Context: an optimization exercise on an open-source flow, tuned for small area, a short achievable clock period and few clock cycles. The choices shown serve that exercise and are no tape-out recipe.
Only simulation tests tie the RTL to the original design; equivalence was not proved.

==> design/flow/design.v <==
module sha256_counter_data_v2 (
    input wire        i_clk,
    input wire        i_rst,
    input wire        clr_data,
    input wire        cnt_data_en,
    output reg [4:0]  counter_data
);
    always @(posedge i_clk or negedge i_rst) begin
        if (!i_rst) begin
            counter_data <= 0;
        end else begin
            if (clr_data) counter_data <= 0;
            else if (cnt_data_en) counter_data <= counter_data + 5'd1;
            else counter_data <= counter_data;
        end
    end
endmodule
module sha256_counter_i_v2 (
    input wire        i_clk,
    input wire        i_rst,
    input wire        clr_i,
    input wire        cnt_i_en,
    output reg [7:0]  i
);
    always @(posedge i_clk or negedge i_rst) begin
        if (!i_rst) begin
            i <= 0;
        end else begin
            if (clr_i) i <= 0;
            else if (cnt_i_en) i <= i + 8'd1;
            else i <= i;
        end
    end
endmodule
module sha256_counter_j_v2 (
    input wire        i_clk,
    input wire        i_rst,
    input wire        clr_j,
    input wire        cnt_j_en,
    output reg [6:0]  j
);
    always @(posedge i_clk or negedge i_rst) begin
        if (!i_rst) begin
            j <= 0;
        end else begin
            if (clr_j) j <= 0;
            else if (cnt_j_en) j <= j + 7'd1;
            else j <= j;
        end
    end
endmodule
module sha256_functions_v2 (
    input  wire [6:0]  j,
    output wire [31:0] k_j
);
    assign k_j   = func_k(j);
    function [31:0] func_k;
        input [6:0] j;
        begin
            case (j)
                7'd0:  func_k = 32'h71374491;
                7'd1:  func_k = 32'hb5c0fbcf;
                7'd2:  func_k = 32'he9b5dba5;
                7'd3:  func_k = 32'h3956c25b;
                7'd4:  func_k = 32'h59f111f1;
                7'd5:  func_k = 32'h923f82a4;
                7'd6:  func_k = 32'hab1c5ed5;
                7'd7:  func_k = 32'hd807aa98;
                7'd8:  func_k = 32'h12835b01;
                7'd9:  func_k = 32'h243185be;
                7'd10: func_k = 32'h550c7dc3;
                7'd11: func_k = 32'h72be5d74;
                7'd12: func_k = 32'h80deb1fe;
                7'd13: func_k = 32'h9bdc06a7;
                7'd14: func_k = 32'hc19bf174;
                7'd15: func_k = 32'he49b69c1;
                7'd16: func_k = 32'hefbe4786;
                7'd17: func_k = 32'h0fc19dc6;
                7'd18: func_k = 32'h240ca1cc;
                7'd19: func_k = 32'h2de92c6f;
                7'd20: func_k = 32'h4a7484aa;
                7'd21: func_k = 32'h5cb0a9dc;
                7'd22: func_k = 32'h76f988da;
                7'd23: func_k = 32'h983e5152;
                7'd24: func_k = 32'ha831c66d;
                7'd25: func_k = 32'hb00327c8;
                7'd26: func_k = 32'hbf597fc7;
                7'd27: func_k = 32'hc6e00bf3;
                7'd28: func_k = 32'hd5a79147;
                7'd29: func_k = 32'h06ca6351;
                7'd30: func_k = 32'h14292967;
                7'd31: func_k = 32'h27b70a85;
                7'd32: func_k = 32'h2e1b2138;
                7'd33: func_k = 32'h4d2c6dfc;
                7'd34: func_k = 32'h53380d13;
                7'd35: func_k = 32'h650a7354;
                7'd36: func_k = 32'h766a0abb;
                7'd37: func_k = 32'h81c2c92e;
                7'd38: func_k = 32'h92722c85;
                7'd39: func_k = 32'ha2bfe8a1;
                7'd40: func_k = 32'ha81a664b;
                7'd41: func_k = 32'hc24b8b70;
                7'd42: func_k = 32'hc76c51a3;
                7'd43: func_k = 32'hd192e819;
                7'd44: func_k = 32'hd6990624;
                7'd45: func_k = 32'hf40e3585;
                7'd46: func_k = 32'h106aa070;
                7'd47: func_k = 32'h19a4c116;
                7'd48: func_k = 32'h1e376c08;
                7'd49: func_k = 32'h2748774c;
                7'd50: func_k = 32'h34b0bcb5;
                7'd51: func_k = 32'h391c0cb3;
                7'd52: func_k = 32'h4ed8aa4a;
                7'd53: func_k = 32'h5b9cca4f;
                7'd54: func_k = 32'h682e6ff3;
                7'd55: func_k = 32'h748f82ee;
                7'd56: func_k = 32'h78a5636f;
                7'd57: func_k = 32'h84c87814;
                7'd58: func_k = 32'h8cc70208;
                7'd59: func_k = 32'h90befffa;
                7'd60: func_k = 32'ha4506ceb;
                7'd61: func_k = 32'hbef9a3f7;
                7'd62: func_k = 32'hc67178f2;
                default: func_k = 32'h428a2f98;
            endcase
        end
    endfunction
endmodule
module sha256_padding_v2_top (
    input  wire [3:0]  i_k,
    input  wire        i_lo,         
    input  wire        i_first,      
    input  wire        i_last,       
    input  wire        i_padblk,     
    input  wire [7:0]  i_N,
    input  wire [8:0]  i_bit_miss,
    input  wire [16:0] i_len,        
    output wire [31:0] o_keep,
    output wire [31:0] o_set
);
    wire [3:0] q  = i_bit_miss[8:5];
    wire [4:0] s  = i_bit_miss[4:0];
    wire [3:0] kb = ~q;                           
    wire act_p = i_lo & i_padblk;
    wire act_l = i_lo & i_last & ~i_padblk;
    wire cut0  = (i_N == 8'd1) & (q == 4'd15);    
    wire full = i_first ? ~cut0 : (~act_p & (~act_l | (i_k < kb)));
    wire bnd  = i_first ? cut0  : (act_l & (i_k == kb));
    wire p31  = ~i_first & ((act_l & (i_k == kb + 4'd1) & (q != 4'd0) & (s == 5'd0)) |
                            (act_p & (i_k == 4'd0) & (i_bit_miss == 9'd0)));
    wire lenw = ~i_first & (i_k == 4'd15) & (act_p | (act_l & (i_bit_miss > 9'd64)));
    wire [31:0] mask_b = {32{1'b1}} << s;
    wire [31:0] pad_b  = (mask_b >> 1) & ~mask_b;    
    assign o_keep = {32{full}} | ({32{bnd}} & mask_b);
    assign o_set  = ({32{bnd}} & pad_b) | {p31, 31'd0} | ({32{lenw}} & {15'd0, i_len});
endmodule
module sha256_scheduler_v2 (
    input  wire [31:0] w0,
    input  wire [31:0] w1,
    input  wire [31:0] w9,
    input  wire [31:0] w14,
    output wire [31:0] w_new
);
    wire [31:0] sg0 = {w1[6:0], w1[31:7]} ^ {w1[17:0], w1[31:18]} ^ (w1 >> 3);
    wire [31:0] sg1 = {w14[16:0], w14[31:17]} ^ {w14[18:0], w14[31:19]} ^ (w14 >> 10);
    wire [31:0] y1s = w0 ^ w9 ^ sg0;
    wire [31:0] y1c = {(w0[30:0] & w9[30:0]) | (w0[30:0] & sg0[30:0]) | (w9[30:0] & sg0[30:0]), 1'b0};
    wire [31:0] y2s = y1s ^ y1c ^ sg1;
    wire [31:0] y2c = {(y1s[30:0] & y1c[30:0]) | (y1s[30:0] & sg1[30:0]) | (y1c[30:0] & sg1[30:0]), 1'b0};
    assign w_new = y2s + y2c;
endmodule
module sha256_v2(
    input wire i_clk,
    input wire i_rst,
    input wire i_write,
    input wire [7:0] i_N,
    input wire [8:0] i_bit_miss,
    input wire i_read,
    input wire [31:0] i_data,
    output reg [31:0] o_data,
    output reg o_done
);
    localparam [255:0] IV = {32'h6a09e667, 32'hbb67ae85, 32'h3c6ef372, 32'ha54ff53a,
                             32'h510e527f, 32'h9b05688c, 32'h1f83d9ab, 32'h5be0cd19};
    reg        wr_r;         
    reg        rd_r;         
    reg [7:0]  n_r;          
    reg [8:0]  bm_r;         
    reg [6:0]  t;            
    reg        padblk;       
    reg [7:0]  blk;          
    reg        last_r;       
    reg        ro_en;        
    reg [2:0]  rc;           
    reg [31:0] keep_r;       
    reg [31:0] set_r;        
    wire first    = (blk == 8'd0) & ~padblk;
    wire last     = last_r & ~padblk;
    wire need_pad = (bm_r <= 9'd64);
    wire t_lo     = ~t[6] & ~t[5] & ~t[4];           
    wire rnd_en   = t_lo ? (wr_r | padblk) : ~t[6];   
    wire t64      = t[6];
    wire fin      = t64 & (padblk | (last & ~need_pad));
    wire ring_add = t64 | (t[5] & t[4] & t[3] & t[2] & (t[1] | t[0]));  
    wire iv_ld    = (t == 7'd0) & first & ~wr_r;
    wire [6:0] t_nx      = rnd_en ? t + 7'd1 : (t64 ? 7'd0 : t);
    wire       padblk_nx = t64 ? (~fin & (last | padblk)) : padblk;
    wire [7:0] blk_nx    = ~t64 ? blk : (fin ? 8'd0 : (last ? blk : blk + 8'd1));
    wire       last_nx   = (n_r == blk_nx + 8'd1);
    wire       lo_nx     = ~t_nx[6] & ~t_nx[5] & ~t_nx[4];
    wire [31:0] keep_nx, set_nx;
    sha256_padding_v2_top u_pad (
        .i_k(t_nx[3:0]),
        .i_lo(lo_nx),
        .i_first((t_nx == 7'd0) & (blk_nx == 8'd0) & ~padblk_nx),
        .i_last(last_nx),
        .i_padblk(padblk_nx),
        .i_N(i_N),
        .i_bit_miss(i_bit_miss),
        .i_len({n_r, 9'd0} - {8'd0, bm_r}),
        .o_keep(keep_nx),
        .o_set(set_nx)
    );
    always @(posedge i_clk or negedge i_rst) begin
        if (!i_rst) begin
            wr_r   <= 1'b0;
            t      <= 7'd0;
            padblk <= 1'b0;
            blk    <= 8'd0;
            ro_en  <= 1'b0;
        end else begin
            wr_r   <= i_write;
            t      <= t_nx;
            padblk <= padblk_nx;
            blk    <= blk_nx;
            ro_en  <= fin | (ro_en & (t == 7'd0));
        end
    end
    always @(posedge i_clk) begin
        rd_r   <= i_read;
        o_done <= (t == 7'd63) & ~(last & need_pad);
        n_r    <= i_N;
        bm_r   <= i_bit_miss;
        last_r <= last_nx;
        keep_r <= keep_nx;
        set_r  <= set_nx;
        if (fin) rc <= 3'd0;
        else if (ro_en & rd_r & (rc != 3'd7)) rc <= rc + 3'd1;
    end
    reg [31:0] W [0:15];
    wire [31:0] wt;       
    wire [31:0] w_new;
    assign wt = (W[15] & keep_r) | set_r;
    sha256_scheduler_v2 u_sched (
        .w0(W[0]), .w1(W[1]), .w9(W[9]), .w14(W[14]),
        .w_new(w_new)
    );
    wire w15_sched = rnd_en & (t >= 7'd15) & (t <= 7'd62);
    integer i;
    always @(posedge i_clk) begin
        if (rnd_en) begin
            for (i = 0; i < 14; i = i + 1) W[i] <= W[i+1];
            W[14] <= wt;
        end
        W[15] <= w15_sched ? w_new : i_data;
    end
    reg [31:0] a, b, c, d, e, f, g, hk;
    reg [31:0] HA0, HA1, HA2, HA3, HE0, HE1, HE2, HE3;
    wire [31:0] kc_nx;
    sha256_functions_v2 u_k (.j(t), .k_j(kc_nx));
    wire [31:0] s0  = {a[1:0], a[31:2]} ^ {a[12:0], a[31:13]} ^ {a[21:0], a[31:22]};
    wire [31:0] s1  = {e[5:0], e[31:6]} ^ {e[10:0], e[31:11]} ^ {e[24:0], e[31:25]};
    wire [31:0] ch  = (e & f) ^ (~e & g);
    wire [31:0] maj = (a & b) | (a & c) | (b & c);
    wire [31:0] p_s = hk ^ wt ^ ch;
    wire [31:0] p_c = {(hk[30:0] & wt[30:0]) | (hk[30:0] & ch[30:0]) | (wt[30:0] & ch[30:0]), 1'b0};
    wire [31:0] m_s = s1 ^ s0 ^ maj;
    wire [31:0] m_c = {(s1[30:0] & s0[30:0]) | (s1[30:0] & maj[30:0]) | (s0[30:0] & maj[30:0]), 1'b0};
    wire [31:0] ea_s = p_s ^ p_c ^ d;
    wire [31:0] ea_c = {(p_s[30:0] & p_c[30:0]) | (p_s[30:0] & d[30:0]) | (p_c[30:0] & d[30:0]), 1'b0};
    wire [31:0] eb_s = ea_s ^ ea_c ^ s1;
    wire [31:0] eb_c = {(ea_s[30:0] & ea_c[30:0]) | (ea_s[30:0] & s1[30:0]) | (ea_c[30:0] & s1[30:0]), 1'b0};
    wire [31:0] aa_s = p_s ^ p_c ^ m_s;
    wire [31:0] aa_c = {(p_s[30:0] & p_c[30:0]) | (p_s[30:0] & m_s[30:0]) | (p_c[30:0] & m_s[30:0]), 1'b0};
    wire [31:0] ab_s = aa_s ^ aa_c ^ m_c;
    wire [31:0] ab_c = {(aa_s[30:0] & aa_c[30:0]) | (aa_s[30:0] & m_c[30:0]) | (aa_c[30:0] & m_c[30:0]), 1'b0};
    wire [31:0] a_new = ab_s + ab_c;
    wire [31:0] e_new = eb_s + eb_c;
    reg [31:0] iva, ive;
    always @(*) begin
        case (t[1:0])
            2'd0: begin iva = IV[255:224]; ive = IV[127:96]; end
            2'd1: begin iva = IV[159:128]; ive = IV[31:0];   end
            2'd2: begin iva = IV[191:160]; ive = IV[63:32];  end
            default: begin iva = IV[223:192]; ive = IV[95:64]; end
        endcase
    end
    wire [31:0] add_a = (first ? iva : HA3) + a;
    wire [31:0] add_e = (first ? ive : HE3) + e;
    wire [31:0] hk_nx = (t64 ? HE2 : g) + kc_nx;
    wire s_rnd = rnd_en, s_ld = t64, s_iv = iv_ld;
    wire s_hold = ~(s_rnd | s_ld | s_iv);
    wire [31:0] m_rnd = {32{s_rnd}}, m_ld = {32{s_ld}}, m_iv = {32{s_iv}}, m_hold = {32{s_hold}};
    always @(posedge i_clk) begin
        a  <= (m_rnd & a_new) | (m_ld & add_a) | (m_iv & IV[255:224]) | (m_hold & a);
        b  <= (m_rnd & a)     | (m_ld & HA0)   | (m_iv & IV[223:192]) | (m_hold & b);
        c  <= (m_rnd & b)     | (m_ld & HA1)   | (m_iv & IV[191:160]) | (m_hold & c);
        d  <= (m_rnd & c)     | (m_ld & HA2)   | (m_iv & IV[159:128]) | (m_hold & d);
        e  <= (m_rnd & e_new) | (m_ld & add_e) | (m_iv & IV[127:96])  | (m_hold & e);
        f  <= (m_rnd & e)     | (m_ld & HE0)   | (m_iv & IV[95:64])   | (m_hold & f);
        g  <= (m_rnd & f)     | (m_ld & HE1)   | (m_iv & IV[63:32])   | (m_hold & g);
        hk <= ((m_rnd | m_ld) & hk_nx) | (m_iv & (IV[31:0] + 32'h428a2f98)) | (m_hold & hk);
    end
    always @(posedge i_clk) begin
        if (ring_add) begin
            HA0 <= add_a; HA1 <= HA0; HA2 <= HA1; HA3 <= HA2;
            HE0 <= add_e; HE1 <= HE0; HE2 <= HE1; HE3 <= HE2;
        end
    end
    always @(posedge i_clk) begin
        case (rc)
            3'd0: o_data <= HA0;
            3'd1: o_data <= HA1;
            3'd2: o_data <= HA2;
            3'd3: o_data <= HA3;
            3'd4: o_data <= HE0;
            3'd5: o_data <= HE1;
            3'd6: o_data <= HE2;
            default: o_data <= HE3;
        endcase
    end
endmodule
==> design/flow/flow/run.sh <==
#!/bin/bash
# Layout flow: the standard synthesis, then the standard layout with
# the timing repair told to keep a setup margin, so that it closes the design
# at a shorter period than the 20 ns constraint, and with the ports buffered
# by plain buffers (which the repair may then resize). Each step's full
# output goes to a log file of its own here.
set -euo pipefail
MARGIN=14.9
bash standard.sh synth > synth.log 2>&1
bash standard.sh SETUP_SLACK_MARGIN=$MARGIN "BUFFER_PORTS_ARGS=-buffer_cell sky130_fd_sc_hd__buf_2" finish > layout.log 2>&1
==> design/flow/standard.sh <==
#!/bin/bash
# synth_recipe.tcl (not shown) runs the flow's synth.tcl, then flattens the netlist and writes it again
# the make line also repeats each setting of config.mk as NAME=value (left out here)
make -C /OpenROAD-flow-scripts/flow DESIGN_CONFIG=/design/flow/config.mk WORK_HOME=/design/flow/orfs CLKGATE_MAP_FILE= SYNTH_SCRIPT=/design/flow/synth_recipe.tcl "${@:-finish}"
==> design/flow/config.mk <==
export PLATFORM = sky130hd
export DESIGN_NAME = sha256_v2
export DESIGN_NICKNAME = sha256_v2
export VERILOG_FILES = /design/flow/design.v
export SDC_FILE = /design/flow/constraint.sdc
export NUM_CORES = 8
export LEC_CHECK = 0
export CAP_MARGIN = 20
export CORE_MARGIN = 2
export CORE_UTILIZATION = 60
export CTS_CLUSTER_DIAMETER = 100
export CTS_CLUSTER_SIZE = 20
export SLEW_MARGIN = 20
==> design/flow/constraint.sdc <==
create_clock -name core_clock -period 20.0 [get_ports {i_clk}]
set_input_delay 4.0000 -clock core_clock [delete_from_list [all_inputs] [get_ports {i_clk}]]
set_output_delay 4.0000 -clock core_clock [all_outputs]
set_load 0.01 [all_outputs]
==> key figures, run 1 <==
STA
  • Worst slew pin tran: 1.12 ns
  • Final-report hold violation count: 0
  • Unrepaired setup endpoints after global routing: yes
  • Worst slew margin: 0.256
  • Tcrit/Tclk final: 0.259
  • Final Slew Violations: 0
  • Max frequency: 193 MHz
  • Setup violators final: 0
  • Clock skew: 0.0507 ns
  • Post-route setup TNS: 0 ns
  • Tmin final: 5.18 ns

Routing
  • Post-route ant nets: 0
  • DRC Markers: 0
  • WL final: 207 mm
  • WL per Instance: 29.6 um
  • Initial DRT Pass Iterations: 10
  • 1st-iter DRT viols: 6,104
  • DR vias: 45,900
  • Via density: 6.55

Global route
  • Pin count of the biggest net entering global routing: 164
  • GR Util All Layers: 0.385
  • Initial antenna violation count: 7
  • Total gr overflow: 0
  • Vias in the first global route: 43,600
  • Global-route wire length before repair: 297 mm

Clock tree
  • Clk root buf: clkbuf_16
  • # clock sinks: 1,161
  • H-tree depth: 3
  • CTS Buf Count: 70
  • Clock latency (worst-skew pair): 0.70 ns
  • # hold bufs at CTS: 0
  • CTS tree: yes
  • Clk slew on worst S/H paths: 0.09 ns
  • Max clock buf depth: 3

Floorplan
  • Core ar.: 102,000 sq um
  • Number of placement rows: 117
  • Initial Util: 0.605
  • Full die area: 105,000 sq um
  • I/O pin count: 86
  • Die Y: 325 um
  • Die Wd: 325 um

Worst setup path
  • Crit Path Class: reg2out
  • Slowest-stage cell, CP: dfxtp_4
  • Required time of the critical path: 16.00 ns
  • CP Capture Type: primary output
  • CP cell instances: buf_6
  • Worst-path fanout max: 1
  • Worst path bufs/invs: 1
  • Max stage delay on crit path: 0.39 ns
  • Worst EP arrival: 1.18 ns
  • Startpoint types: flip-flop
  • CP top delay family: flip-flops

Finish
  • Layout area overhead: 9.65%
  • Number of fill cells: 7,944
  • Post-layout util: 0.664
  • Multi-input logic area: 29,900 sq um
  • Sequential cell area: 30,800 sq um
  • Total Nets Final: 6,091
  • Final instance area: 67,600 sq um
  • Layout cells sized above 1: 0.120

Yosys
  • Synth cell types: 98
  • Yosys top cell area share: 0.358
  • YS warnings: 4
  • Post-synth EDFFs: 736
  • Syn Inst Count: 5,599
  • Synth top area cells: edfxtp_1 36%, dfxtp_1 13%, fa_1 6.9%
  • Sequential area share after synthesis: 0.498
  • Main synth FF type: edfxtp_1
  • Largest area contributor in the synthesized netlist: edfxtp_1
  • Fraction of registers with async set/reset: 0.0155
  • Syn avg cell area: 11.0 sq um
  • Mapped Area: 61,700 sq um
  • Syn_nets: 6,106
  • Synthesized flop and latch total: 1,161

Place
  • DP Wirelength: 150 mm
  • Final RePlAce weighted congestion: 1.05
  • PortBufs: 85
  • Cell Area, Placed: 63,400 sq um

Run status
  • Outcome: complete, no violations

Run
  • Max-Cap Viols: 0

Worst hold path
  • Hold Crit Class: reg2reg
stage by stage:
| step | worst slack [ns] | cells | hold slack, ns |
|---|---|---|---|
| 6_report | 14.82 | 7006 | 0.414 |
| 5_1_grt | 14.79 | 7003 | 0.415 |
| 4_1_cts | 14.77 | 6963 | 0.415 |
| 3_5_place_dp | 13.52 | 6814 | 0.405 |
| 3_3_place_gp | 13.71 | 6814 | 0.400 |
| 2_1_floorplan | 12.20 | 5599 | 0.400 |
final cells by class:
cell class              instances  share of cell area
flip-flops and latches       1161               0.456
multi-input cells            3802               0.442
clock buffers                 107              0.0284
repair buffers                216              0.0268
well taps                    1368              0.0253
inverters                     333              0.0192
clock inverters                11             0.00237
diodes                          8            0.000296
cells in the mapped netlist (all sizes together) (10+ instances only):
cell type and instances:
o2111ai 24, fa 213, mux2 52, o21ai 313, nand2 600, mux2i 47
and3 52, o22ai 13, nor2b 43, a222oi 43, edfxtp 736, buf 27
a211oi 27, a221o 54, a31oi 40, o21a 69, a211o 14, xor2 122
nor3 89, o31ai 20, nand4 17, clkbuf 277, a221oi 120, nor4 12
nand2b 51, or3 23, o21bai 25, o211ai 77, nand3 45, dfxtp 407
a21oi 276, xnor2 360, or2 17, a21o 168, ha 241, inv 331
nor2 302, a22oi 68, a21boi 10, and2 20, dfrtp 18
cell families (layout without fill, tap and decap cells):
logic type	after synthesis	in the layout	synth area share
compound gates	1447	1447	0.161
simple gates	1312	1313	0.0961
buf+inv	637	667	0.0395
xor+xnor	483	483	0.0688
flops	1161	1161	0.498
fa+ha+maj	458	458	0.119
mux	101	101	0.0179
other cells	0	8	0
final timing paths:
check                           from        end  slack (ns)  depth (start not counted)
hold / removal             W[13][15]  W[12][15]        0.41                          0
hold reg to reg            W[13][15]  W[12][15]        0.41                          0
max in group asynchronous      i_rst       t[1]       16.31                          1
setup / recovery           o_data[3]  o_data[3]       14.82                          1
min in group asynchronous      i_rst       t[0]        3.29                          1
setup reg to reg               e[12]      a[20]       14.92                         19
layer usage:
metal	vias to the layer above	wire length, um	GRT usage
met4	2	14600	0.212
met5	-	14	0
li1	20200	-	-
met1	22500	79900	0.510
met3	601	19400	0.0712
met2	2649	93300	0.601
state kept, by name, indices dropped and copies added, names as in the netlist, 8 cells and up:
name / cells
b: 32
n_r: 8
HA2: 32
g: 32
c: 32
a: 32
HA3: 32
HE2: 32
e: 32
set_r: 32
hk: 32
keep_r: 32
W: 512
HA0: 32
bm_r: 9
blk: 8
d: 32
f: 32
HE0: 32
HE1: 32
HA1: 32
o_data: 32
HE3: 32
layout by cell type (no fill, tap or decap), types with 36 or more instances in the layout:
master and n:
dfxtp_2 52, o21ai_0 268, inv_1 320, a21oi_1 261, nand3_1 41, nor2b_1 36
buf_6 38, mux2_2 52, and3_1 52, clkbuf_16 71, xor2_1 121, a221o_1 54
buf_2 55, mux2i_1 46, a21o_1 165, o211ai_1 77, nand2_1 587, nor2_1 288
nor3_1 72, ha_1 221, nand2b_1 51, buf_4 105, edfxtp_1 736, a221oi_1 117
xnor2_2 37, fa_1 212, xnor2_1 320, a222oi_1 43, o21a_1 68, dfxtp_1 339
a31oi_1 37, a22oi_1 66
what timing repair did:
item                       CTS  global route
setup endpoints to repair  298           228
buffers inserted            31            32
gates resized for setup    209           195
cloned                       0             1
pin swaps                   15            35
Testbench counts, summed over its fixed seeds: cycles 12,948.
==> run 2: changes to the inputs <==
--- a/design/flow/config.mk
+++ b/design/flow/config.mk
@@ -7,2 +7,3 @@
 export LEC_CHECK = 0
+export ABC_AREA = 1
 export CAP_MARGIN = 20
==> run 2 against run 1 <==
  * Non-clock buffer count down 58
  * Clock skew up 0.00060 ns
  * Via count up 5.8%
  * Critical path depth unchanged
  * Synthesized area up 0.66%
  * Count of clock-buffer cells in the layout up 9
  * Cell count up 11%
  * Routed wire length up 2.2%
  * Global-route usage up 1.1 points
  * Hold slack worse by 0.00054 ns
  * Critical path type unchanged
==> key figures, run 2 <==
Run status
  • Outcome: complete, no violations (unchanged)

Finish
  • Max reg flops: 512 (unchanged)
  • Reg with most FFs: W (unchanged)
  • Most common cell after layout, fill and taps aside: nand2_1 (was edfxtp_1)
  • Layout area overhead: 7.34% (was 9.65%)
  • Layout cells sized above 1: 0.0700 (was 0.120)
  • Final instance count without filler cells: 7,794 (was 7,006)
  • Total Nets Final: 6,874 (was 6,091)
  • Commonest cells after routing, fill and taps aside: 1,029 x nand2_1, 860 x inv_1, 736 x edfxtp_1 (was 736 x edfxtp_1, 587 x nand2_1, 339 x dfxtp_1)
  • Number of fill cells: 8,348 (was 7,944)

Routing
  • DRC Markers: 0 (unchanged)
  • 1st-iter DRT viols: 6,771 (was 6,104)
  • Post-route ant nets: 0 (unchanged)
  • WL per Instance: 27.2 um (was 29.6 um)
  • Via density: 6.23 (was 6.55)
  • WL final: 212 mm (was 207 mm)
  • Initial DRT Pass Iterations: 6 (was 10)
  • DR vias: 48,600 (was 45,900)

Yosys
  • Post-synth EDFFs: 736 (unchanged)
  • Largest area contributor in the synthesized netlist: edfxtp_1 (unchanged)
  • Sequential area share after synthesis: 0.494 (was 0.498)
  • Top-count cell post-synth: nand2_1 (was edfxtp_1)
  • Syn_nets: 6,887 (was 6,106)
  • Mapped Area: 62,100 sq um (was 61,700 sq um)
  • Synth cell types: 67 (was 98)
  • Yosys top cell area share: 0.356 (was 0.358)
  • Fraction of registers with async set/reset: 0.0155 (unchanged)
  • Synthesized flop and latch total: 1,161 (unchanged)
  • Syn Inst Count: 6,380 (was 5,599)
  • Main synth FF type: edfxtp_1 (unchanged)
  • Syn avg cell area: 9.73 sq um (was 11.0 sq um)
  • YS warnings: 4 (unchanged)
  • Top cells by count, synth: 1,034 x nand2_1, 868 x inv_1, 736 x edfxtp_1 (was 736 x edfxtp_1, 600 x nand2_1, 407 x dfxtp_1)
  • Synth top area cells: edfxtp_1 36%, dfxtp_1 13%, fa_1 6.9% (unchanged)

STA
  • Unrepaired setup endpoints after global routing: yes (unchanged)
  • Final-report hold violation count: 0 (unchanged)
  • Minimum hold slack: 0.414 ns (about the same)
  • Worst slew pin tran: 1.20 ns (was 1.12 ns)
  • Post-route setup TNS: 0 ns (unchanged)
  • Setup violators final: 0 (unchanged)
  • Worst Slack Setup Final: 14.79 ns (was 14.82 ns)
  • Tcrit/Tclk final: 0.261 (was 0.259)
  • Clock skew: 0.0513 ns (was 0.0507 ns)
  • Tmin final: 5.21 ns (was 5.18 ns)
  • Worst slew margin: 0.197 (was 0.256)
  • Max frequency: 192 MHz (was 193 MHz)
  • Final Slew Violations: 0 (unchanged)

Global route
  • Pin count of the biggest net entering global routing: 212 (was 164)
  • Total gr overflow: 0 (unchanged)
  • Initial antenna violation count: 6 (was 7)
  • GR Util All Layers: 0.396 (was 0.385)
  • Global-route wire length before repair: 306 mm (was 297 mm)
  • Vias in the first global route: 46,000 (was 43,600)

Worst setup path
  • Crit Path Class: reg2out (unchanged)
  • Worst path bufs/invs: 1 (unchanged)
  • Worst R2R Start: W[15][22] (was e[12])
  • Max stage delay on crit path: 0.37 ns (was 0.39 ns)
  • Required time of the critical path: 16.00 ns (about the same)
  • Slowest-stage cell, CP: dfxtp_4 (unchanged)
  • Startpoint types: flip-flop (unchanged)
  • Worst-path fanout max: 1 (unchanged)
  • CP top delay family: flip-flops (unchanged)
  • R2R Setup Slk: 14.99 ns (was 14.92 ns)
  • CP Capture Type: primary output (unchanged)
  • R2R Path End: e[29] (was a[20])
  • Worst EP arrival: 1.21 ns (was 1.18 ns)
  • R2R depth: 15 (was 19)
  • CP cell instances: buf_6 (unchanged)

Floorplan
  • Core ar.: 102,000 sq um (about the same)
  • Number of placement rows: 117 (unchanged)
  • Full die area: 106,000 sq um (was 105,000 sq um)
  • Die Wd: 326 um (was 325 um)
  • Die Y: 326 um (was 325 um)
  • Initial Util: 0.608 (was 0.605)
  • I/O pin count: 86 (unchanged)

Clock tree
  • CTS tree: yes (unchanged)
  • H-tree depth: 3 (unchanged)
  • # clock sinks: 1,161 (unchanged)
  • Max clock buf depth: 3 (unchanged)
  • CTS Buf Count: 69 (was 70)
  • Clk root buf: clkbuf_16 (unchanged)
  • # hold bufs at CTS: 0 (unchanged)
  • Clk slew on worst S/H paths: 0.09 ns (about the same)
  • Clock latency (worst-skew pair): 0.73 ns (was 0.70 ns)

Worst hold path
  • Hold Path Sink: W[9][22] (was W[12][15])
  • Hold depth: 0 (unchanged)
  • Hold Crit Class: reg2reg (unchanged)
  • Worst hold start: W[10][22] (was W[13][15])

Run
  • Max-Cap Viols: 0 (unchanged)

Place
  • PortBufs: 85 (unchanged)
  • Placed cells: 7,649 (was 6,814)
  • Dpl ws: 13.76 ns (was 13.52 ns)
  • DP Wirelength: 158 mm (was 150 mm)
  • Final RePlAce weighted congestion: 1.02 (was 1.05)
[run 2: cell count changes after synthesis, sizes merged, moves of 76 or more]
cell,previous run,this run
inv,331,877
a21o,168,35
xor2,122,256
a21oi,276,374
nand2,600,1039
o21ai,313,485
a221oi,120,44
nand3,45,294
xnor2,360,158
[run 2: how the worst max path moves through the flow]
| stage | startpoint | endpoint | depth (start not counted) |
|---|---|---|---|
| 2_1_floorplan | t[0] | HA0[0] | 4 |
| 3_3_place_gp | i_bit_miss[6] | keep_r[18] | 9 |
| 3_5_place_dp | i_bit_miss[6] | keep_r[20] | 9 |
| 4_1_cts | o_data[20] | o_data[20] | 1 |
| 5_1_grt | W[15][5] | e[26] | 23 |
| 6_report | o_data[20] | o_data[20] | 1 |
[run 2: metal layers]
metal  global-route usage  share of wire  up-vias
li1                     -              -    21600
met2                0.594           0.43     3107
met5                    0       0.000061        -
met1                0.511           0.37    23200
met3               0.0817           0.11      697
met4                0.290          0.090        2
[run 2: cell families (layout without fill, tap and decap cells)]
| family | count (synthesis) | in the layout | share of synthesized area |
|---|---|---|---|
| compound gates | 1401 | 1401 | 0.138 |
| xor+xnor | 414 | 414 | 0.0585 |
| fa+ha+maj | 454 | 454 | 0.117 |
| buf+inv | 1124 | 1168 | 0.0686 |
| flops | 1161 | 1161 | 0.494 |
| other cells | 0 | 2 | 0 |
| simple gates | 1826 | 1826 | 0.123 |
[run 2: layout make-up]
cell class                      instances  area (sq um)  share of cell area
Antenna cell                            2          5.00           0.0000751
Clock buffer                          116          1900              0.0286
Clock inverter                         12           193             0.00289
Inverter                              882          3340              0.0501
Multi-Input combinational cell       4095         27500               0.413
Sequential cell                      1161         30800               0.462
Tap cell                             1368          1710              0.0257
Timing Repair Buffer                  158          1190              0.0179
[run 2: what timing repair did]
item	in CTS	in global routing
endpoints found under the setup margin	139	157
setup buffers	5	9
pin swaps	0	3
gates resized for setup	67	113
[run 2: metrics by stage]
step | instance area [sq um] | utilization
after floorplan | 62200 | -
after global placement | 63800 | 0.625
after detailed placement | 63900 | 0.625
after CTS | 66200 | 0.648
after global routing | 66600 | 0.652
final | 66600 | 0.652
==> run 3: changes to the inputs <==
--- a/design/flow/config.mk
+++ b/design/flow/config.mk
@@ -7,6 +7,5 @@
 export LEC_CHECK = 0
-export ABC_AREA = 1
 export CAP_MARGIN = 20
 export CORE_MARGIN = 2
-export CORE_UTILIZATION = 60
+export CORE_UTILIZATION = 55
 export CTS_CLUSTER_DIAMETER = 100
==> run 3 against run 2 <==
  * Sequential share of layout area decreased by 1.1 points
  * Synthesized cell count decreased by 12%
  * Die area increased by 8.3%
  * Synthesized area decreased by 0.65%
  * Sequential cell count unchanged
  * Via count decreased by 5.9%
  * Worst setup slack improved by 0.010 ns
  * Global-route usage decreased by 3.4 points
  * Register-to-register slack got worse by 0.04 ns
  * Critical endpoint is now o_data[5]
==> key figures, run 3 <==
Yosys
  • Compound-gate portion of the synthesized area: 0.161 (was 0.138)
  • Top-count cell post-synth: edfxtp_1 (was nand2_1)
  • Syn Inst Count: 5,599 (was 6,380)
  • Main synth FF type: edfxtp_1 (unchanged)
  • Yosys top cell area share: 0.358 (was 0.356)
  • Top cells by count, synth: 736 x edfxtp_1, 600 x nand2_1, 407 x dfxtp_1 (was 1,034 x nand2_1, 868 x inv_1, 736 x edfxtp_1)
  • Largest area contributor in the synthesized netlist: edfxtp_1 (unchanged)
  • Post-synth EDFFs: 736 (unchanged)
  • Fraction of registers with async set/reset: 0.0155 (unchanged)
  • Synthesized flop and latch total: 1,161 (unchanged)
  • Mapped Area: 61,700 sq um (was 62,100 sq um)
  • Sequential area share after synthesis: 0.498 (was 0.494)
  • Xor/xnor share of the synthesized area: 0.0688 (was 0.0585)
  • Largest family of logic cells by synthesized area: compound AO/OA/AOI/OAI gates (unchanged)
  • Synth cell types: 98 (was 67)
  • Adder-Cell Fraction of Synth Area: 0.119 (was 0.117)
  • Synth top area cells: edfxtp_1 36%, dfxtp_1 13%, fa_1 6.9% (unchanged)
  • YS warnings: 4 (unchanged)
  • Mux cell area share after synthesis: 0.0179 (was 0)
  • Syn_nets: 6,106 (was 6,887)
  • Simple-Gate Fraction of Synth Area: 0.0961 (was 0.123)
  • Syn avg cell area: 11.0 sq um (was 9.73 sq um)

Worst setup path
  • CP cell instances: buf_6 (unchanged)
  • Startpoint types: flip-flop (unchanged)
  • R2R Path End: a[26] (was e[29])
  • R2R depth: 21 (was 15)
  • Worst path bufs/invs: 1 (unchanged)
  • Worst EP arrival: 1.20 ns (was 1.21 ns)
  • CP top delay family: flip-flops (unchanged)
  • Worst-path fanout max: 1 (unchanged)
  • Slowest-stage cell, CP: dfxtp_4 (unchanged)
  • CP Capture Type: primary output (unchanged)
  • Max stage delay on crit path: 0.38 ns (was 0.37 ns)
  • Crit Path Class: reg2out (unchanged)
  • Required time of the critical path: 16.00 ns (about the same)
  • Worst R2R Start: e[12] (was W[15][22])
  • R2R Setup Slk: 14.95 ns (was 14.99 ns)

Finish
  • Reg with most FFs: W (unchanged)
  • Most common cell after layout, fill and taps aside: edfxtp_1 (was nand2_1)
  • Commonest cells after routing, fill and taps aside: 736 x edfxtp_1, 577 x nand2_1, 337 x dfxtp_1 (was 1,029 x nand2_1, 860 x inv_1, 736 x edfxtp_1)
  • Layout cells sized above 1: 0.131 (was 0.0700)
  • Total Nets Final: 6,121 (was 6,874)
  • Number of fill cells: 9,228 (was 8,348)
  • Final instance count without filler cells: 7,170 (was 7,794)
  • Layout area overhead: 10.8% (was 7.34%)
  • Max reg flops: 512 (unchanged)
  • Post-layout util: 0.616 (was 0.652)

STA
  • Tmin final: 5.20 ns (was 5.21 ns)
  • Minimum hold slack: 0.406 ns (was 0.414 ns)
  • Final Slew Violations: 0 (unchanged)
  • Setup violators final: 0 (unchanged)
  • Unrepaired setup endpoints after global routing: yes (unchanged)
  • Max frequency: 192 MHz (about the same)
  • Post-route setup TNS: 0 ns (unchanged)
  • Worst slew margin: 0.172 (was 0.197)
  • Clock skew: 0.0591 ns (was 0.0513 ns)
  • Tcrit/Tclk final: 0.260 (was 0.261)
  • Worst slew pin tran: 1.24 ns (was 1.20 ns)
  • Final-report hold violation count: 0 (unchanged)

Global route
  • Pin count of the biggest net entering global routing: 150 (was 212)
  • Initial antenna violation count: 6 (unchanged)
  • GR Util All Layers: 0.361 (was 0.396)
  • Global-route wire length before repair: 303 mm (was 306 mm)
  • Total gr overflow: 0 (unchanged)
  • Vias in the first global route: 43,500 (was 46,000)

Place
  • Final RePlAce weighted congestion: 1.02 (about the same)
  • DP Wirelength: 155 mm (was 158 mm)
  • PortBufs: 85 (unchanged)
  • Placed cells: 6,939 (was 7,649)

Floorplan
  • Number of placement rows: 122 (was 117)
  • Die Wd: 339 um (was 326 um)
  • I/O pin count: 86 (unchanged)
  • Initial Util: 0.556 (was 0.608)
  • Full die area: 115,000 sq um (was 106,000 sq um)
  • Die Y: 339 um (was 326 um)
  • Core ar.: 111,000 sq um (was 102,000 sq um)

Clock tree
  • H-tree depth: 3 (unchanged)
  • CTS tree: yes (unchanged)
  • # hold bufs at CTS: 0 (unchanged)
  • # clock sinks: 1,161 (unchanged)
  • Clk root buf: clkbuf_16 (unchanged)
  • Clk slew on worst S/H paths: 0.09 ns (about the same)
  • Max clock buf depth: 3 (unchanged)
  • Clock latency (worst-skew pair): 0.71 ns (was 0.73 ns)
  • CTS Buf Count: 71 (was 69)

Routing
  • Via density: 6.38 (was 6.23)
  • WL final: 212 mm (about the same)
  • Initial DRT Pass Iterations: 9 (was 6)
  • DRC Markers: 0 (unchanged)
  • WL per Instance: 29.6 um (was 27.2 um)
  • 1st-iter DRT viols: 5,480 (was 6,771)
  • Post-route ant nets: 0 (unchanged)
  • DR vias: 45,700 (was 48,600)

Worst hold path
  • Hold Crit Class: reg2reg (unchanged)
  • Hold Path Sink: W[2][15] (was W[9][22])
  • Hold depth: 0 (unchanged)
  • Worst hold start: W[3][15] (was W[10][22])

Run
  • Max-Cap Viols: 0 (unchanged)

Run status
  • Outcome: complete, no violations (unchanged)
-- run 3: changes by cell type in the layout (fill, tap and decap cells not counted), sizes merged, moves of 133 or more --
cell,before,now
inv,882,334
a21o,35,168
nand3,294,45
xor2,256,122
nand2,1039,601
o21ai,485,313
xnor2,158,360
-- run 3: what timing repair did --
| item | 4_1_cts | 5_1_grt |
|---|---|---|
| cloned | 2 | 2 |
| endpoints found under the setup margin | 297 | 201 |
| setup buffers | 40 | 45 |
| resized for setup | 250 | 203 |
| pin swaps | 26 | 42 |
-- run 3: worst max-delay path by stage --
| stage | from | depth (start not counted) | to |
|---|---|---|---|
| finish | o_data[5] | 1 | o_data[5] |
| global placement | blk[2] | 17 | e[27] |
| global route | e[12] | 22 | a[30] |
| floorplan | t[0] | 5 | HA0[0] |
| detailed placement | blk[2] | 17 | e[27] |
| CTS | o_data[5] | 1 | o_data[5] |
-- run 3: cell type report --
cell class | count | area, sq um | share of cell area
timing repair buffer | 244 | 2090 | 0.0306
timing repair inverter | 1 | 5.00 | 0.0000732
multi-input combinational | 3802 | 30000 | 0.439
inverter | 333 | 1310 | 0.0191
clock buffer | 115 | 1960 | 0.0287
sequential | 1161 | 30800 | 0.451
clock inverter | 16 | 272 | 0.00397
tap | 1488 | 1860 | 0.0272
antenna | 10 | 25.0 | 0.000366
-- run 3: logic make-up after synthesis --
family	after synthesis
buf+inv	637
simple gates	1312
mux	101
flops	1161
fa+ha+maj	458
compound gates	1447
xor+xnor	483
-- run 3: layer usage --
layer / wire length [um] / GRT usage / up-vias
li1: - / - / 20200
met1: 84000 / 0.486 / 22600
met2: 97200 / 0.573 / 2408
met3: 18200 / 0.0542 / 506
met4: 12500 / 0.182 / 2
met5: 13 / 0 / -
-- run 3: worst reg2reg max path, stage by stage, from the launching register on --
cell and delay (ns):
dfxtp_4 0.39, xnor2_4 0.19, xnor2_2 0.13, buf_6 0.16
inv_4 0.04, fa_1 0.56, inv_1 0.05, maj3_2 0.32
fa_1 0.57, ha_2 0.21, inv_2 0.04, fa_2 0.36
nor2b_2 0.13, o31a_1 0.19, o221a_4 0.25, o21bai_4 0.10
buf_6 0.14, a2111oi_4 0.40, o21ai_2 0.12, buf_4 0.15
nor3b_4 0.15, a221o_1 0.27
-- run 3: metrics by stage --
stage / setup WS [ns] / area (sq um)
after floorplan: 12.20 / 62000
after global placement: 13.14 / 63600
after detailed placement: 13.03 / 63600
after CTS: 14.76 / 67100
after global routing: 14.74 / 68400
final: 14.80 / 68400
==> run 4: changes to the inputs <==
--- a/design/flow/flow/run.sh
+++ b/design/flow/flow/run.sh
@@ -9,2 +9,2 @@
 bash standard.sh synth > synth.log 2>&1
-bash standard.sh SETUP_SLACK_MARGIN=$MARGIN "BUFFER_PORTS_ARGS=-buffer_cell sky130_fd_sc_hd__buf_2" finish > layout.log 2>&1
+bash standard.sh SETUP_SLACK_MARGIN=$MARGIN "BUFFER_PORTS_ARGS=-buffer_cell sky130_fd_sc_hd__buf_2" "CTS_ARGS=-sink_clustering_enable -repair_clock_nets -sink_clustering_size 20 -sink_clustering_max_diameter 100 -dont_use_dummy_load" finish > layout.log 2>&1
==> run 4 against run 3 <==
  * Still clean
  * Die area stayed put
  * Register-to-register slack improved by 0.04 ns
  * Sequential share of layout area rose by 0.23 points
  * Clock skew is 0.047 ns higher
  * Count of clock-buffer cells in the layout is 44 lower
  * Routed wire length is essentially flat
  * Cell count is 0.74% lower
  * Sequential cell count is the same
  * Final area is 0.50% lower
  * Highest routed layer unchanged
==> key figures, run 4 <==
STA
  • Worst slew pin tran: 1.19 ns (was 1.24 ns)
  • Setup violators final: 0 (unchanged)
  • Final-report hold violation count: 0 (unchanged)
  • Clock skew: 0.106 ns (was 0.0591 ns)
  • Worst slew margin: 0.207 (was 0.172)
  • Max frequency: 193 MHz (was 192 MHz)
  • Tmin final: 5.17 ns (was 5.20 ns)
  • Final Slew Violations: 0 (unchanged)
  • Post-route setup TNS: 0 ns (unchanged)
  • Tcrit/Tclk final: 0.259 (was 0.260)
  • Unrepaired setup endpoints after global routing: yes (unchanged)

Yosys
  • Yosys top cell area share: 0.358 (unchanged)
  • Fraction of registers with async set/reset: 0.0155 (unchanged)
  • Largest area contributor in the synthesized netlist: edfxtp_1 (unchanged)
  • Post-synth EDFFs: 736 (unchanged)
  • Top-count cell post-synth: edfxtp_1 (unchanged)
  • Mapped Area: 61,700 sq um (unchanged)
  • Main synth FF type: edfxtp_1 (unchanged)
  • Synthesized flop and latch total: 1,161 (unchanged)
  • Syn avg cell area: 11.0 sq um (unchanged)
  • Syn_nets: 6,106 (unchanged)
  • Synth top area cells: edfxtp_1 36%, dfxtp_1 13%, fa_1 6.9% (unchanged)
  • Synth cell types: 98 (unchanged)
  • Top cells by count, synth: 736 x edfxtp_1, 600 x nand2_1, 407 x dfxtp_1 (unchanged)
  • Sequential area share after synthesis: 0.498 (unchanged)
  • Syn Inst Count: 5,599 (unchanged)
  • YS warnings: 4 (unchanged)

Floorplan
  • Full die area: 115,000 sq um (unchanged)
  • Initial Util: 0.556 (unchanged)
  • Number of placement rows: 122 (unchanged)
  • Die Wd: 339 um (unchanged)
  • Core ar.: 111,000 sq um (unchanged)
  • I/O pin count: 86 (unchanged)
  • Die Y: 339 um (unchanged)

Global route
  • GRT met3 Usage: 0.0561 (was 0.0542)
  • GR Util All Layers: 0.362 (was 0.361)
  • Initial antenna violation count: 11 (was 6)
  • Met1 GRT Util: 0.486 (about the same)
  • Pin count of the biggest net entering global routing: 150 (unchanged)
  • Met2 Use GR: 0.579 (was 0.573)
  • Vias in the first global route: 43,500 (about the same)
  • Grt peak-use layer: met2 (unchanged)
  • Total gr overflow: 0 (unchanged)
  • Global-route wire length before repair: 304 mm (was 303 mm)

Routing
  • DRC Markers: 0 (unchanged)
  • Initial DRT Pass Iterations: 7 (was 9)
  • 1st-iter DRT viols: 5,554 (was 5,480)
  • DR vias: 45,400 (was 45,700)
  • WL per Instance: 29.8 um (was 29.6 um)
  • Post-route ant nets: 0 (unchanged)
  • Via density: 6.39 (was 6.38)
  • WL final: 212 mm (about the same)

Finish
  • Final instance area: 68,000 sq um (was 68,400 sq um)
  • Commonest cells after routing, fill and taps aside: 736 x edfxtp_1, 580 x nand2_1, 333 x dfxtp_1 (was 736 x edfxtp_1, 577 x nand2_1, 337 x dfxtp_1)
  • Layout cells sized above 1: 0.131 (about the same)
  • Total Nets Final: 6,129 (was 6,121)
  • Max reg flops: 512 (unchanged)
  • Most common cell after layout, fill and taps aside: edfxtp_1 (unchanged)
  • Reg with most FFs: W (unchanged)
  • Layout area overhead: 10.3% (was 10.8%)

Clock tree
  • CTS Buf Count: 71 (unchanged)
  • Max clock buf depth: 3 (unchanged)
  • Clock latency (worst-skew pair): 0.68 ns (was 0.71 ns)
  • # clock sinks: 1,161 (unchanged)
  • Clk root buf: clkbuf_16 (unchanged)
  • Clk slew on worst S/H paths: 0.09 ns (about the same)
  • H-tree depth: 3 (unchanged)
  • CTS tree: yes (unchanged)
  • # hold bufs at CTS: 0 (unchanged)

Run status
  • Outcome: complete, no violations (unchanged)

Worst setup path
  • Slowest-stage cell, CP: dfxtp_4 (unchanged)
  • Worst path bufs/invs: 1 (unchanged)
  • Worst EP arrival: 1.17 ns (was 1.20 ns)
  • CP Capture Type: primary output (unchanged)
  • Required time of the critical path: 16.00 ns (about the same)
  • CP cell instances: buf_6 (unchanged)
  • R2R Setup Slk: 14.99 ns (was 14.95 ns)
  • CP top delay family: flip-flops (unchanged)
  • Worst-path fanout max: 1 (unchanged)
  • Max stage delay on crit path: 0.38 ns (about the same)
  • Crit Path Class: reg2out (unchanged)
  • Startpoint types: flip-flop (unchanged)

Run
  • Max-Cap Viols: 0 (unchanged)

Place
  • Final RePlAce weighted congestion: 1.02 (unchanged)
  • DP Wirelength: 155 mm (unchanged)
  • PortBufs: 85 (unchanged)
  • Cell Area, Placed: 63,600 sq um (unchanged)

Worst hold path
  • Hold Crit Class: reg2reg (unchanged)
==> run 4: layout make-up <==
class / count / area (sq um)
Tap cell: 1488 / 1860
Clock buffer: 71 / 1780
Fill cell: 9232 / 43000
Multi-Input combinational cell: 3801 / 30000
Timing Repair Buffer: 253 / 2190
Antenna cell: 9 / 22.5
Timing Repair inverter: 1 / 5.00
Sequential cell: 1161 / 30900
Inverter: 333 / 1300
==> run 4: cell families (layout without fill, tap and decap cells) <==
kind of cell	after synthesis	in the layout	share of synthesized area
compound gates	1447	1447	0.161
xor+xnor	483	483	0.0688
fa+ha+maj	458	458	0.119
buf+inv	637	658	0.0395
flops	1161	1161	0.498
mux	101	101	0.0179
other cells	0	9	0
simple gates	1312	1312	0.0961
==> run 4: metal layers <==
| metal | wire length, um | share of wire |
|---|---|---|
| met1 | 83600 | 0.39 |
| met2 | 97800 | 0.46 |
| met3 | 18700 | 0.088 |
| met4 | 11900 | 0.056 |
| met5 | 55 | 0.00026 |
==> run 4: final timing paths <==
check                          start  depth (start not counted)   endpoint
max reg2reg                     e[2]                         20      e[23]
max                        o_data[5]                          1  o_data[5]
min in group asynchronous      i_rst                          1      ro_en
min reg2reg                 W[3][15]                          0   W[2][15]
min                         W[3][15]                          0   W[2][15]
max in group asynchronous      i_rst                          1       t[3]
==> run 4: timing repair <==
item,in CTS,in global routing
pin swaps,25,50
setup buffers,44,50
setup endpoints to repair,230,261
gates cloned,1,2
resized for setup,249,197
endpoints found under the hold margin,0,0
==> run 4: through the flow <==
step,setup slack [ns],std cells,hold WS (ns),utilization
2_1_floorplan,12.20,5599,0.400,-
6_report,14.83,7117,0.408,0.613
5_1_grt,14.81,7115,0.414,0.613
4_1_cts,14.80,7055,0.409,0.601
3_5_place_dp,13.03,6939,0.405,0.573
3_3_place_gp,13.14,6938,0.400,0.573
==> run 5: changes to the inputs <==
--- a/design/flow/config.mk
+++ b/design/flow/config.mk
@@ -7,5 +7,6 @@
 export LEC_CHECK = 0
+export ABC_AREA = 1
 export CAP_MARGIN = 20
 export CORE_MARGIN = 2
-export CORE_UTILIZATION = 55
+export CORE_UTILIZATION = 60
 export CTS_CLUSTER_DIAMETER = 100
==> run 5 against run 4 <==
  * Still clean on timing, DRC and antenna
  * Count of clock-buffer cells in the layout decreased by 2
  * Global-route usage grew 3.4 points
  * Worst setup slack gained 0.028 ns
  * Synthesized cell count is 14% higher
  * Final area shrank 2.5%
  * Routed wire length is essentially flat
  * Hold slack worse by 0.0071 ns
  * Via count rose by 6.7%
  * Sequential cell count unchanged
  * Critical path depth stayed put
==> key figures, run 5 <==
Run status
  • Outcome: complete, no violations (unchanged)

Routing
  • Initial DRT Pass Iterations: 8 (was 7)
  • DRC Markers: 0 (unchanged)
  • DRT met1 WL: 79.2 mm (was 83.6 mm)
  • Met2 WL post-DR: 91.4 mm (was 97.8 mm)
  • Post-route ant nets: 0 (unchanged)
  • Via density: 6.27 (was 6.39)
  • Routed wl met3: 22.3 mm (was 18.7 mm)
  • WL final: 212 mm (about the same)
  • WL per Instance: 27.4 um (was 29.8 um)
  • 1st-iter DRT viols: 6,663 (was 5,554)
  • Max layer used: met5 (unchanged)
  • DR vias: 48,500 (was 45,400)

STA
  • Worst slew pin tran: 1.20 ns (was 1.19 ns)
  • Setup violators final: 0 (unchanged)
  • Final Slew Violations: 0 (unchanged)
  • Max frequency: 194 MHz (was 193 MHz)
  • Worst Slack Setup Final: 14.85 ns (was 14.83 ns)
  • Worst slew margin: 0.202 (was 0.207)
  • Final-report hold violation count: 0 (unchanged)
  • Unrepaired setup endpoints after global routing: yes (unchanged)
  • Tmin final: 5.15 ns (was 5.17 ns)
  • Tcrit/Tclk final: 0.257 (was 0.259)
  • Clock skew: 0.0653 ns (was 0.106 ns)
  • Post-route setup TNS: 0 ns (unchanged)

Worst setup path
  • CP Capture Type: primary output (unchanged)
  • Crit Path Class: reg2out (unchanged)
  • Worst EP arrival: 1.15 ns (was 1.17 ns)
  • Worst-path fanout max: 1 (unchanged)
  • Slowest-stage cell, CP: dfxtp_4 (unchanged)
  • CP cell instances: buf_6 (unchanged)
  • Worst path bufs/invs: 1 (unchanged)
  • Max stage delay on crit path: 0.37 ns (was 0.38 ns)
  • Startpoint types: flip-flop (unchanged)
  • CP Depth: 1 (unchanged)
  • R2R depth: 21 (was 20)
  • Required time of the critical path: 16.00 ns (about the same)
  • CP top delay family: flip-flops (unchanged)

Yosys
  • Syn avg cell area: 9.73 sq um (was 11.0 sq um)
  • Simple-Gate Fraction of Synth Area: 0.123 (was 0.0961)
  • Yosys top cell area share: 0.356 (was 0.358)
  • Compound-gate portion of the synthesized area: 0.138 (was 0.161)
  • Top cells by count, synth: 1,034 x nand2_1, 868 x inv_1, 736 x edfxtp_1 (was 736 x edfxtp_1, 600 x nand2_1, 407 x dfxtp_1)
  • Sequential area share after synthesis: 0.494 (was 0.498)
  • Syn_nets: 6,887 (was 6,106)
  • Largest area contributor in the synthesized netlist: edfxtp_1 (unchanged)
  • Synth top area cells: edfxtp_1 36%, dfxtp_1 13%, fa_1 6.9% (unchanged)
  • Mapped Area: 62,100 sq um (was 61,700 sq um)
  • Mux cell area share after synthesis: 0 (was 0.0179)
  • Xor/xnor share of the synthesized area: 0.0585 (was 0.0688)
  • Synthesized flop and latch total: 1,161 (unchanged)
  • YS warnings: 4 (unchanged)
  • Fraction of registers with async set/reset: 0.0155 (unchanged)
  • Syn Inst Count: 6,380 (was 5,599)
  • Largest family of logic cells by synthesized area: compound AO/OA/AOI/OAI gates (unchanged)
  • Adder-Cell Fraction of Synth Area: 0.117 (was 0.119)
  • Top-count cell post-synth: nand2_1 (was edfxtp_1)
  • Main synth FF type: edfxtp_1 (unchanged)
  • Synth cell types: 67 (was 98)
  • Post-synth EDFFs: 736 (unchanged)

Floorplan
  • Number of placement rows: 117 (was 122)
  • Core ar.: 102,000 sq um (was 111,000 sq um)
  • I/O pin count: 86 (unchanged)
  • Full die area: 106,000 sq um (was 115,000 sq um)
  • Initial Util: 0.608 (was 0.556)
  • Die Y: 326 um (was 339 um)
  • Die Wd: 326 um (was 339 um)

Clock tree
  • Clock latency (worst-skew pair): 0.69 ns (was 0.68 ns)
  • CTS Buf Count: 69 (was 71)
  • Max clock buf depth: 3 (unchanged)
  • Clk root buf: clkbuf_16 (unchanged)
  • H-tree depth: 3 (unchanged)
  • # hold bufs at CTS: 0 (unchanged)
  • CTS tree: yes (unchanged)
  • Clk slew on worst S/H paths: 0.09 ns (about the same)
  • # clock sinks: 1,161 (unchanged)

Finish
  • Layout area overhead: 6.83% (was 10.3%)
  • Reg with most FFs: W (unchanged)
  • Max reg flops: 512 (unchanged)
  • Commonest cells after routing, fill and taps aside: 1,029 x nand2_1, 860 x inv_1, 736 x edfxtp_1 (was 736 x edfxtp_1, 580 x nand2_1, 333 x dfxtp_1)
  • Layout cells sized above 1: 0.0688 (was 0.131)
  • Total Nets Final: 6,874 (was 6,129)
  • Most common cell after layout, fill and taps aside: nand2_1 (was edfxtp_1)
  • Number of fill cells: 8,365 (was 9,232)

Global route
  • Initial antenna violation count: 12 (was 11)
  • Pin count of the biggest net entering global routing: 212 (was 150)
  • Vias in the first global route: 45,800 (was 43,500)
  • Global-route wire length before repair: 307 mm (was 304 mm)
  • GR Util All Layers: 0.396 (was 0.362)
  • Total gr overflow: 0 (unchanged)

Place
  • Dpl ws: 13.76 ns (was 13.03 ns)
  • DP Wirelength: 158 mm (was 155 mm)
  • PortBufs: 85 (unchanged)
  • Final RePlAce weighted congestion: 1.02 (about the same)

Run
  • Max-Cap Viols: 0 (unchanged)

Worst hold path
  • Hold depth: 0 (unchanged)
  • Hold Crit Class: reg2reg (unchanged)
[run 5: cell count changes in the layout (fill, tap and decap cells not counted), moves of 123 or more]
cell	delta
xor2_1	+123
xnor2_1	-163
inv_1	+541
nand3_1	+249
o21ai_0	+196
nand2_1	+449
a21o_1	-131
[run 5: logic make-up (layout without fill, tap and decap cells)]
group / count (synthesis) / in the layout
and+or+nand+nor: 1826 / 1826
AOI/OAI and AO/OA: 1401 / 1401
DFF: 1161 / 1161
buffers and inverters: 1124 / 1109
adders and majority gates: 454 / 454
xor gates and xnor gates: 414 / 414
other: 0 / 5
[run 5: layout make-up]
| cell class | instances | area, sq um | area share |
|---|---|---|---|
| Clock buffer | 69 | 1730 | 0.0260 |
| Multi-Input combinational cell | 4095 | 27500 | 0.415 |
| Antenna cell | 5 | 12.5 | 0.000189 |
| Timing Repair Buffer | 158 | 1220 | 0.0183 |
| Sequential cell | 1161 | 30800 | 0.464 |
| Inverter | 882 | 3340 | 0.0503 |
| Tap cell | 1368 | 1710 | 0.0258 |
[run 5: layer usage]
layer / GRT usage / vias up
met5: 0 / -
met4: 0.293 / 8
met3: 0.0812 / 679
met2: 0.592 / 2987
met1: 0.513 / 23300
li1: - / 21600
[run 5: worst paths after layout]
kind / from / endpoint / slack, ns
min reg2reg: W[8][20] / W[7][20] / 0.40
min in group asynchronous: i_rst / t[3] / 3.28
max reg2reg: t[0] / e[24] / 14.97
max in group asynchronous: i_rst / t[6] / 16.36
min: W[8][20] / W[7][20] / 0.40
max: o_data[20] / o_data[20] / 14.85
[run 5: repair_timing]
action | in CTS | in global routing
setup endpoints to repair | 132 | 143
buffers inserted | 5 | 8
pin swaps | 0 | 3
gates cloned | 0 | 0
resized for setup | 63 | 119
[run 5: stage by stage]
| step | hold slack (ns) | area (sq um) | cells | util |
|---|---|---|---|---|
| after floorplan | 0.400 | 62200 | 6380 | - |
| after global placement | 0.400 | 63800 | 7648 | 0.625 |
| after CTS | 0.392 | 65800 | 7723 | 0.644 |
| after detailed placement | 0.405 | 63900 | 7649 | 0.625 |
| after global routing | 0.393 | 66300 | 7734 | 0.649 |
| final | 0.401 | 66300 | 7738 | 0.649 |
==> run 6: changes to the inputs <==
--- a/design/flow/flow/run.sh
+++ b/design/flow/flow/run.sh
@@ -9,2 +9,2 @@
 bash standard.sh synth > synth.log 2>&1
-bash standard.sh SETUP_SLACK_MARGIN=$MARGIN "BUFFER_PORTS_ARGS=-buffer_cell sky130_fd_sc_hd__buf_2" "CTS_ARGS=-sink_clustering_enable -repair_clock_nets -sink_clustering_size 20 -sink_clustering_max_diameter 100 -dont_use_dummy_load" finish > layout.log 2>&1
+bash standard.sh SETUP_SLACK_MARGIN=$MARGIN MATCH_CELL_FOOTPRINT=0 "BUFFER_PORTS_ARGS=-buffer_cell sky130_fd_sc_hd__buf_2" "CTS_ARGS=-sink_clustering_enable -repair_clock_nets -sink_clustering_size 20 -sink_clustering_max_diameter 100 -dont_use_dummy_load" finish > layout.log 2>&1
==> run 6 against run 5 <==
  * Register-to-register slack better by 0.03 ns
  * Sequential cell count stayed put
  * Sequential share of layout area stayed put
  * Worst setup slack worse by 0.0045 ns
  * Critical endpoint unchanged
  * Routed wire length hardly changed
  * Still clean on timing, DRC and antenna
  * Die area stayed put
  * Highest routed layer unchanged
  * Synthesized area stayed put
  * First-iteration DRC count is 0.20% lower
==> key figures, run 6 <==
Routing
  • 1st-iter DRT viols: 6,650 (was 6,663)
  • Initial DRT Pass Iterations: 14 (was 8)
  • Post-route ant nets: 0 (unchanged)
  • DRC Markers: 0 (unchanged)
  • WL final: 212 mm (about the same)
  • WL per Instance: 27.4 um (about the same)

Place
  • DP Wirelength: 158 mm (unchanged)
  • Final RePlAce weighted congestion: 1.02 (unchanged)
  • Cell Area, Placed: 63,900 sq um (unchanged)

Clock tree
  • # hold bufs at CTS: 0 (unchanged)
  • Clk slew on worst S/H paths: 0.09 ns (about the same)
  • Clock latency (worst-skew pair): 0.69 ns (about the same)
  • H-tree depth: 3 (unchanged)
  • Clk root buf: clkbuf_16 (unchanged)
  • CTS Buf Count: 69 (unchanged)
  • # clock sinks: 1,161 (unchanged)
  • CTS tree: yes (unchanged)

STA
  • Worst slew margin: 0.196 (was 0.202)
  • Unrepaired setup endpoints after global routing: yes (unchanged)
  • Minimum hold slack: 0.401 ns (about the same)
  • Post-route setup TNS: 0 ns (unchanged)
  • Final Slew Violations: 0 (unchanged)
  • Tmin final: 5.15 ns (about the same)
  • Worst slew pin tran: 1.21 ns (was 1.20 ns)
  • Max frequency: 194 MHz (about the same)

Yosys
  • Synthesized flop and latch total: 1,161 (unchanged)
  • Yosys top cell area share: 0.356 (unchanged)
  • Sequential area share after synthesis: 0.494 (unchanged)
  • Top-count cell post-synth: nand2_1 (unchanged)
  • YS warnings: 4 (unchanged)
  • Synth top area cells: edfxtp_1 36%, dfxtp_1 13%, fa_1 6.9% (unchanged)
  • Post-synth EDFFs: 736 (unchanged)
  • Syn_nets: 6,887 (unchanged)
  • Syn Inst Count: 6,380 (unchanged)
  • Main synth FF type: edfxtp_1 (unchanged)
  • Largest area contributor in the synthesized netlist: edfxtp_1 (unchanged)
  • Synth cell types: 67 (unchanged)

Worst setup path
  • Slowest-stage cell, CP: dfxtp_4 (unchanged)
  • Startpoint types: flip-flop (unchanged)
  • Worst path bufs/invs: 1 (unchanged)
  • CP cell instances: buf_6 (unchanged)
  • Required time of the critical path: 16.00 ns (about the same)
  • Crit Path Class: reg2out (unchanged)
  • CP top delay family: flip-flops (unchanged)
  • Worst-path fanout max: 1 (unchanged)
  • Worst EP arrival: 1.15 ns (about the same)
  • CP Capture Type: primary output (unchanged)

Global route
  • Global-route wire length before repair: 307 mm (unchanged)
  • Vias in the first global route: 45,800 (unchanged)
  • Pin count of the biggest net entering global routing: 212 (unchanged)
  • Initial antenna violation count: 12 (unchanged)
  • GR Util All Layers: 0.396 (unchanged)

Floorplan
  • Core ar.: 102,000 sq um (unchanged)
  • I/O pin count: 86 (unchanged)
  • Full die area: 106,000 sq um (unchanged)
  • Die Y: 326 um (unchanged)
  • Die Wd: 326 um (unchanged)
  • Number of placement rows: 117 (unchanged)
  • Initial Util: 0.608 (unchanged)

Finish
  • Number of fill cells: 8,366 (was 8,365)
  • Commonest cells after routing, fill and taps aside: 1,029 x nand2_1, 860 x inv_1, 736 x edfxtp_1 (unchanged)
  • Multi-input logic area: 27,500 sq um (about the same)
  • Most common cell after layout, fill and taps aside: nand2_1 (unchanged)
  • Max reg flops: 512 (unchanged)
  • Total Nets Final: 6,874 (unchanged)

Worst hold path
  • Hold Crit Class: reg2reg (unchanged)

Run status
  • Outcome: complete, no violations (unchanged)

Run
  • Max-Cap Viols: 0 (unchanged)
==> run 6: layout make-up <==
| cell class | count | share of cell area |
|---|---|---|
| clock buffers | 69 | 0.0260 |
| diodes | 3 | 0.000113 |
| repair buffers | 158 | 0.0183 |
| well taps | 1368 | 0.0258 |
| multi-input cells | 4095 | 0.415 |
| flip-flops and latches | 1161 | 0.464 |
| inverters | 882 | 0.0503 |
==> run 6: kinds of logic after synthesis <==
| logic type | Yosys count | synth area share |
|---|---|---|
| AO/OA/AOI/OAI | 1401 | 0.138 |
| XOR/XNOR | 414 | 0.0585 |
| buffers and inverters | 1124 | 0.0686 |
| AND/OR/NAND/NOR | 1826 | 0.123 |
| flip-flops | 1161 | 0.494 |
| adder cells (fa/ha/maj) | 454 | 0.117 |
==> run 6: final timing paths <==
path	slack, ns	startpoint	endpoint	depth (start not counted)
max in group asynchronous	16.36	i_rst	t[6]	1
min in group asynchronous	3.28	i_rst	t[3]	1
setup reg to reg	15.00	t[0]	e[24]	21
hold reg to reg	0.40	W[8][20]	W[7][20]	0
hold / removal	0.40	W[8][20]	W[7][20]	0
setup / recovery	14.85	o_data[20]	o_data[20]	1
==> run 6: per-layer routing <==
| layer | up-vias | wire length (um) | track usage |
|---|---|---|---|
| met5 | - | 54 | 0 |
| met4 | 8 | 19300 | 0.293 |
| met3 | 694 | 22600 | 0.0812 |
| met2 | 3065 | 91100 | 0.592 |
| met1 | 23300 | 79000 | 0.513 |
| li1 | 21600 | - | - |
==> run 6: what timing repair did <==
action,in CTS,in global routing
resized for setup,64,119
setup buffers,5,8
setup endpoints to repair,132,143
pin swaps,0,3
endpoints found under the hold margin,0,0
==> run 6: stage by stage <==
stage / std cells / worst slack [ns] / util
finish: 7736 / 14.85 / 0.649
global route: 7734 / 14.82 / 0.649
CTS: 7723 / 14.84 / 0.644
detailed placement: 7649 / 13.76 / 0.625
global placement: 7648 / 13.73 / 0.625
floorplan: 6380 / 12.19 / -

[re-timing with driven ports]
Ports are ideal in the flow. The routed layouts listed here were re-timed in OpenROAD.
Step 1, drivers: a clkbuf_16 drives i_clk and a buf_2 each remaining input, both assumed.
Step 2 times the ports against the registers' clock, not the clock port: input delays grow and output delays shrink by t, the midpoint of the rising clock arrivals with the driver on.
Slacks: ideal ports / drivers / drivers and shift; pairs: ideal ports / drivers.
run	t (ns)	slack for setup (ns)	worst setup path at the end	worst register clock-pin slew, ns	cell pins on the clock port's net
run 1	0.756	14.820 / 14.741 / 14.220	input to register	0.10 / 0.10	1
run 2	0.779	14.787 / 14.710 / 14.353	input to register	0.10 / 0.10	1
run 3	0.758	14.798 / 14.716 / 14.118	input to register	0.09 / 0.09	1
run 4	0.713	14.827 / 14.746 / 14.176	input to register	0.09 / 0.09	1
run 5	0.732	14.855 / 14.776 / 14.337	input to register	0.10 / 0.10	1
run 6	0.732	14.850 / 14.772 / 14.342	input to register	0.10 / 0.10	1
After both steps setup and hold are still met in every run listed. The setup slack of run 3, which loses most, moves by -0.082 ns with the drivers and by -0.680 ns with both steps.
